What follows belongs to an exercise in optimizing a design on an open flow for small area; a production flow would make more cautious choices. In this exercise RTL edits were held to simulation tests only and were not proved equivalent to the original. The clock port is modelled as an ideal driver; clocking choices that lean on that would not hold on a real chip. Power and IR drop assume default switching activity.

Setup of run A:
## Rs232_Controller
module Rs232_Controller(clk,reset,data_in,Rs232_Rxd,start_flag,data_out,done_flag,Rs232_Txd);
parameter N=8;
parameter n=8;
  input clk;   
  input reset; 
  input [(N*n)-1:0] data_in;  
  output start_flag;
  output [(N*n)-1:0] data_out; 
  output done_flag;
  input Rs232_Rxd;   
  output Rs232_Txd;  
  wire       sample;    
  wire       load;      
  wire [2:0] byte_sel;  
 Rs232_Tx_nbytes tx(.clk(clk),
                    .reset(reset),
                    .tx_start_flag(start_flag),
                    .tx_bit(data_out[(N*n)-1]),
                    .tx_done_flag(done_flag),
                    .Rs232_Txd(Rs232_Txd),
                    .rx_sample(sample),
                    .load(load),
                    .byte_sel(byte_sel));
 Rs232_Rx_nbytes Rx(.clk(clk),
                    .reset(reset),
                    .sample(sample),
                    .Rs232_Rxd(Rs232_Rxd),
                    .load(load),
                    .byte_sel(byte_sel),
                    .data_in(data_in),
                    .data_out(data_out));
endmodule  
For scale: ~130 I/O pins, ~0.0036 mm² of cells after synthesis.
clock: 10.0 ns
lec_check: 0
cap_margin: 20
core_margin: 2
core_utilization: 40
slew_margin: 20
standard.sh (not shown) runs the stock make flow with config.mk's settings and CLKGATE_MAP_FILE= SYNTH_SCRIPT=/design/flow/synth_recipe.tcl, a recipe that flattens the netlist after the stock synthesis.
==> flow/flow/run.sh <==
#!/bin/bash
# Standard layout with three changes:
#  - the combinational logic of the standard synthesis is mapped again for
#    area (resynth.tcl, with each flow/resynth_*.abc script, keeping the
#    smallest); the registers are kept exactly as synthesised, and
#    equiv.tcl proves the new netlist equal to the standard one;
#  - the smallest buffer (buf_1) on each input and output port;
#  - clock tree synthesis without dummy loads, then each clock buffer
#    downsized while every flip-flop clock pin's slew stays under 100 ps
#    (post_cts.tcl).
set -euo pipefail
ARGS=("BUFFER_PORTS_ARGS=-buffer_cell sky130_fd_sc_hd__buf_1"
      "CTS_ARGS=-sink_clustering_enable -repair_clock_nets -dont_use_dummy_load"
      "POST_CTS_TCL=$PWD/flow/post_cts.tcl" "CLK_LEAF_SLEW_NS=0.100")
bash standard.sh "${ARGS[@]}" synth > standard_synth.log 2>&1

RES=orfs/results/$FLOW_PLATFORM/Rs232_Controller/base
export LIB=$FLOW_HOME/platforms/sky130hd/lib/sky130_fd_sc_hd__tt_025C_1v80.lib
export TOP=$FLOW_TOP
export IN=$PWD/std_1_2_yosys.v
export OUT=$PWD/resynth_1_2_yosys.v
cp $RES/1_2_yosys.v "$IN"
export SEQ_CELLS="$(grep -oE 'sky130_fd_sc_hd__(e|s|se)?df[a-z0-9_]+|sky130_fd_sc_hd__s?dl[a-z]*[xr][a-z0-9_]*|sky130_fd_sc_hd__s?dlclkp[a-z0-9_]*' "$IN" | sort -u | tr '\n' ' ')"
export DONT_USE="$(sed -n '/^export DONT_USE_CELLS/,/^$/p' $FLOW_HOME/platforms/sky130hd/config.mk | grep -oE 'sky130_fd_sc_hd__[a-z0-9_]+' | sed 's/^/-dont_use /' | tr '\n' ' ')"
# Map with each ABC script and keep the smallest result.
best=""; best_area=""
for abc in flow/resynth_*.abc; do
  tag=$(basename "$abc" .abc)
  ABC_SCRIPT=$PWD/$abc OUT=$PWD/$tag.v yosys -c flow/resynth.tcl > $tag.log 2>&1
  area=$(grep "Chip area" $tag.log | tail -1 | awk '{print $NF}')
  echo "$tag $area" >> resynth_areas.txt
  if [[ -z "$best" ]] || awk -v a="$area" -v b="$best_area" 'BEGIN{exit !(a < b)}'; then
    best=$tag; best_area=$area
  fi
done
echo "chosen $best $best_area" >> resynth_areas.txt
cp $best.v "$OUT"
yosys -c flow/check.tcl > check.log 2>&1
yosys -c flow/equiv.tcl > equiv.log 2>&1
cp "$OUT" $RES/1_2_yosys.v

bash standard.sh "${ARGS[@]}" finish > standard.log 2>&1
==> flow/flow/post_cts.tcl <==
# ORFS POST_CTS_TCL hook: downsize the clock tree's buffers. Each clkbuf,
# leaves (those driving only flip-flop clock pins) first, takes the smallest
# size at which the worst slew over all flip-flop clock pins, with placement
# parasitics, stays at or below CLK_LEAF_SLEW_NS.
set limit [expr {[info exists ::env(CLK_LEAF_SLEW_NS)] ? $::env(CLK_LEAF_SLEW_NS) : 0.100}]
set sizes {sky130_fd_sc_hd__clkbuf_1 sky130_fd_sc_hd__clkbuf_2 sky130_fd_sc_hd__clkbuf_4 sky130_fd_sc_hd__clkbuf_8 sky130_fd_sc_hd__clkbuf_16}
set ::post_cts_clk_pins {}
foreach p [get_pins -hierarchical */CLK] { lappend ::post_cts_clk_pins $p }
proc worst_clk_slew {} {
  set w 0
  foreach p $::post_cts_clk_pins {
    set s [get_property $p slew_max]
    if {$s > $w} { set w $s }
  }
  return $w
}
set leaves {}
set others {}
foreach inst [get_cells -hierarchical *] {
  if {![string match sky130_fd_sc_hd__clkbuf_* [get_property $inst ref_name]]} { continue }
  set out [get_pins -of_objects $inst -filter "direction == output"]
  set leaf 1
  foreach p [get_pins -of_objects [get_nets -of_objects $out] -filter "direction == input"] {
    if {[get_property $p name] ne "CLK"} { set leaf 0; break }
  }
  if {$leaf} { lappend leaves $inst } else { lappend others $inst }
}
estimate_parasitics -placement
puts "post_cts: worst clock pin slew [format %.1f [expr {[worst_clk_slew] * 1e3}]] ps before"
foreach inst [concat $leaves $others] {
  set ref [get_property $inst ref_name]
  foreach cell $sizes {
    if {$cell eq $ref} { break }
    replace_cell $inst [get_lib_cells */$cell]
    estimate_parasitics -placement
    if {[worst_clk_slew] <= $limit} {
      puts "post_cts: [get_name $inst] $ref -> $cell"
      set ref $cell
      break
    }
    replace_cell $inst [get_lib_cells */$ref]
    estimate_parasitics -placement
  }
}
puts "post_cts: worst clock pin slew [format %.1f [expr {[worst_clk_slew] * 1e3}]] ps after"
Other scripts of this flow, unchanged in this note and not shown: flow/flow/check.tcl, flow/flow/equiv.tcl, flow/flow/resynth.tcl, flow/flow/resynth_a.abc, flow/flow/resynth_c.abc, flow/flow/resynth_e.abc, flow/flow/resynth_k.abc, flow/flow/resynth_p.abc, flow/flow/resynth_q.abc
Input changes introduced in run B (baseline for comparison: run A):
Settings: a change of CORE_UTILIZATION from 40 to 65.
diff --git a/flow/flow/run.sh b/flow/flow/run.sh
--- a/flow/flow/run.sh
+++ b/flow/flow/run.sh
@@ -7,10 +7,10 @@
 #  - the smallest buffer (buf_1) on each input and output port;
 #  - clock tree synthesis without dummy loads, then each clock buffer
-#    downsized while every flip-flop clock pin's slew stays under 100 ps
+#    downsized while every flip-flop clock pin's slew stays under 110 ps
 #    (post_cts.tcl).
 set -euo pipefail
 ARGS=("BUFFER_PORTS_ARGS=-buffer_cell sky130_fd_sc_hd__buf_1"
       "CTS_ARGS=-sink_clustering_enable -repair_clock_nets -dont_use_dummy_load"
-      "POST_CTS_TCL=$PWD/flow/post_cts.tcl" "CLK_LEAF_SLEW_NS=0.100")
+      "POST_CTS_TCL=$PWD/flow/post_cts.tcl" "CLK_LEAF_SLEW_NS=0.110")
 bash standard.sh "${ARGS[@]}" synth > standard_synth.log 2>&1
 
==> notes.md <==
Run B ended up with tx.byte_count[0]$_SDFFE_PN0P_ as its worst setup path startpoint; run A ended up with reset.
Measured against run B, the power of run A comes out at 1.06 times the reference value.
Run A vs run B, worst-path cell with the longest stage delay: sky130_fd_sc_hd__nor2b_1 vs sky130_fd_sc_hd__dfxtp_1
Run B vs. run A: combinational power about even, count of inserted tapcells fell 33%, share of the clock period used by the worst path fell 0.35 points, post-synthesis to final-layout area growth fell 2.3 points.
Modified inputs, run C compared to run B
Settings: CORE_UTILIZATION changed from 65 to 40.
[summary]
Total chip power is higher on run C
Relative to run B, internal power consumption increased by 2.1 µW in run C.
The run with more setup slack is run C; run B has less.
Diff run B -> run C: die outline width up 21 µm; sequential power was more or less identical.
## Diff of input files: run D against run C
Settings: swapping 20 for 0 in CAP_MARGIN; swapping 20 for 0 in SLEW_MARGIN.
## What came out
[compare] base=run C new=run D: wire length on met2 did not really move; time the worst path needs with I/O delays and setup decreased by 18 ps relative to the old numbers; wire length reported by the detailed router did not really move; overall power has remained practically unchanged; highest cell delay on the worst timing path was more or less identical.
Changes in run E relative to run D:
Settings: CAP_MARGIN now 20, was 0; SLEW_MARGIN now 20, was 0.
diff --git a/flow/flow/run.sh b/flow/flow/run.sh
--- a/flow/flow/run.sh
+++ b/flow/flow/run.sh
@@ -12,5 +12,6 @@
 ARGS=("BUFFER_PORTS_ARGS=-buffer_cell sky130_fd_sc_hd__buf_1"
       "CTS_ARGS=-sink_clustering_enable -repair_clock_nets -dont_use_dummy_load"
-      "POST_CTS_TCL=$PWD/flow/post_cts.tcl" "CLK_LEAF_SLEW_NS=0.110")
+      "POST_CTS_TCL=$PWD/flow/post_cts.tcl" "CLK_LEAF_SLEW_NS=0.110"
+      "RECOVER_POWER=100")
 bash standard.sh "${ARGS[@]}" synth > standard_synth.log 2>&1
 
Run D reports its beginning of the critical path as tx.byte_count[0]$_SDFFE_PN0P_ while run E reports tx.byte_count[2]$_SDFFE_PN0P_.
Every stage of run E finished as expected; the final checks, on the other hand, flagged capacitance limit, slew limit, which means the layout fails.
Every stage of the flow completed for run D, and the final layout passed the timing, DRC and antenna checks.
Slack of the worst reg-to-reg path, run E and run D, higher one = run D.
Diff run D -> run E: arrival time reported for the critical path endpoint increased 3580 ps, cell depth of the worst setup path moved up, post-layout worst setup margin fell by 1180 ps, final core utilization fell by 0.23 points, placeable core area stayed essentially flat.
In the metrics for run E and run D, the one carrying the lower depth of the worst register-to-register path is run E.
In terms of area occupied by registers, run E and run D differ only marginally.
Of the two candidates, run D has the better final critical-path required period and run E the worse one.
Comparing run E and run D, via count is higher on run E.

-- what the ideal ports hide --
Ports are ideal in the flow. The routed layouts listed here were re-timed in OpenROAD. Step 1 sets driving cells, clkbuf_16 on the clock port and buf_2 on the other inputs (assumed; they add their load-dependent delay and slew). Step 2 also shifts input and output timing later by t, the mid clock arrival at the registers, as if the neighbouring blocks saw the same clock. a / b / c = ideal / step 1 / step 2; a / b = the first two.
run	shift t [ns]	setup WS [ns]	hold WS [ns]	clock arrival spread, ns	worst slew at a driven data input, ns
run A	0.360	6.480 / 6.489 / 6.129	0.481 / 0.481 / 0.481	0.044 / 0.044	0.04
run B	0.488	6.515 / 6.489 / 6.147	0.487 / 0.487 / 0.487	0.036 / 0.036	0.03
run C	0.487	6.553 / 6.525 / 6.148	0.481 / 0.481 / 0.481	0.042 / 0.042	0.04
run D	0.487	6.572 / 6.543 / 6.154	0.482 / 0.482 / 0.482	0.042 / 0.042	0.04
run E	0.488	5.387 / 5.387 / 5.387	0.481 / 0.481 / 0.481	0.042 / 0.043	0.04
For run D, which loses most, drivers alone change the setup slack by -0.029 ns; drivers and shift together by -0.418 ns.
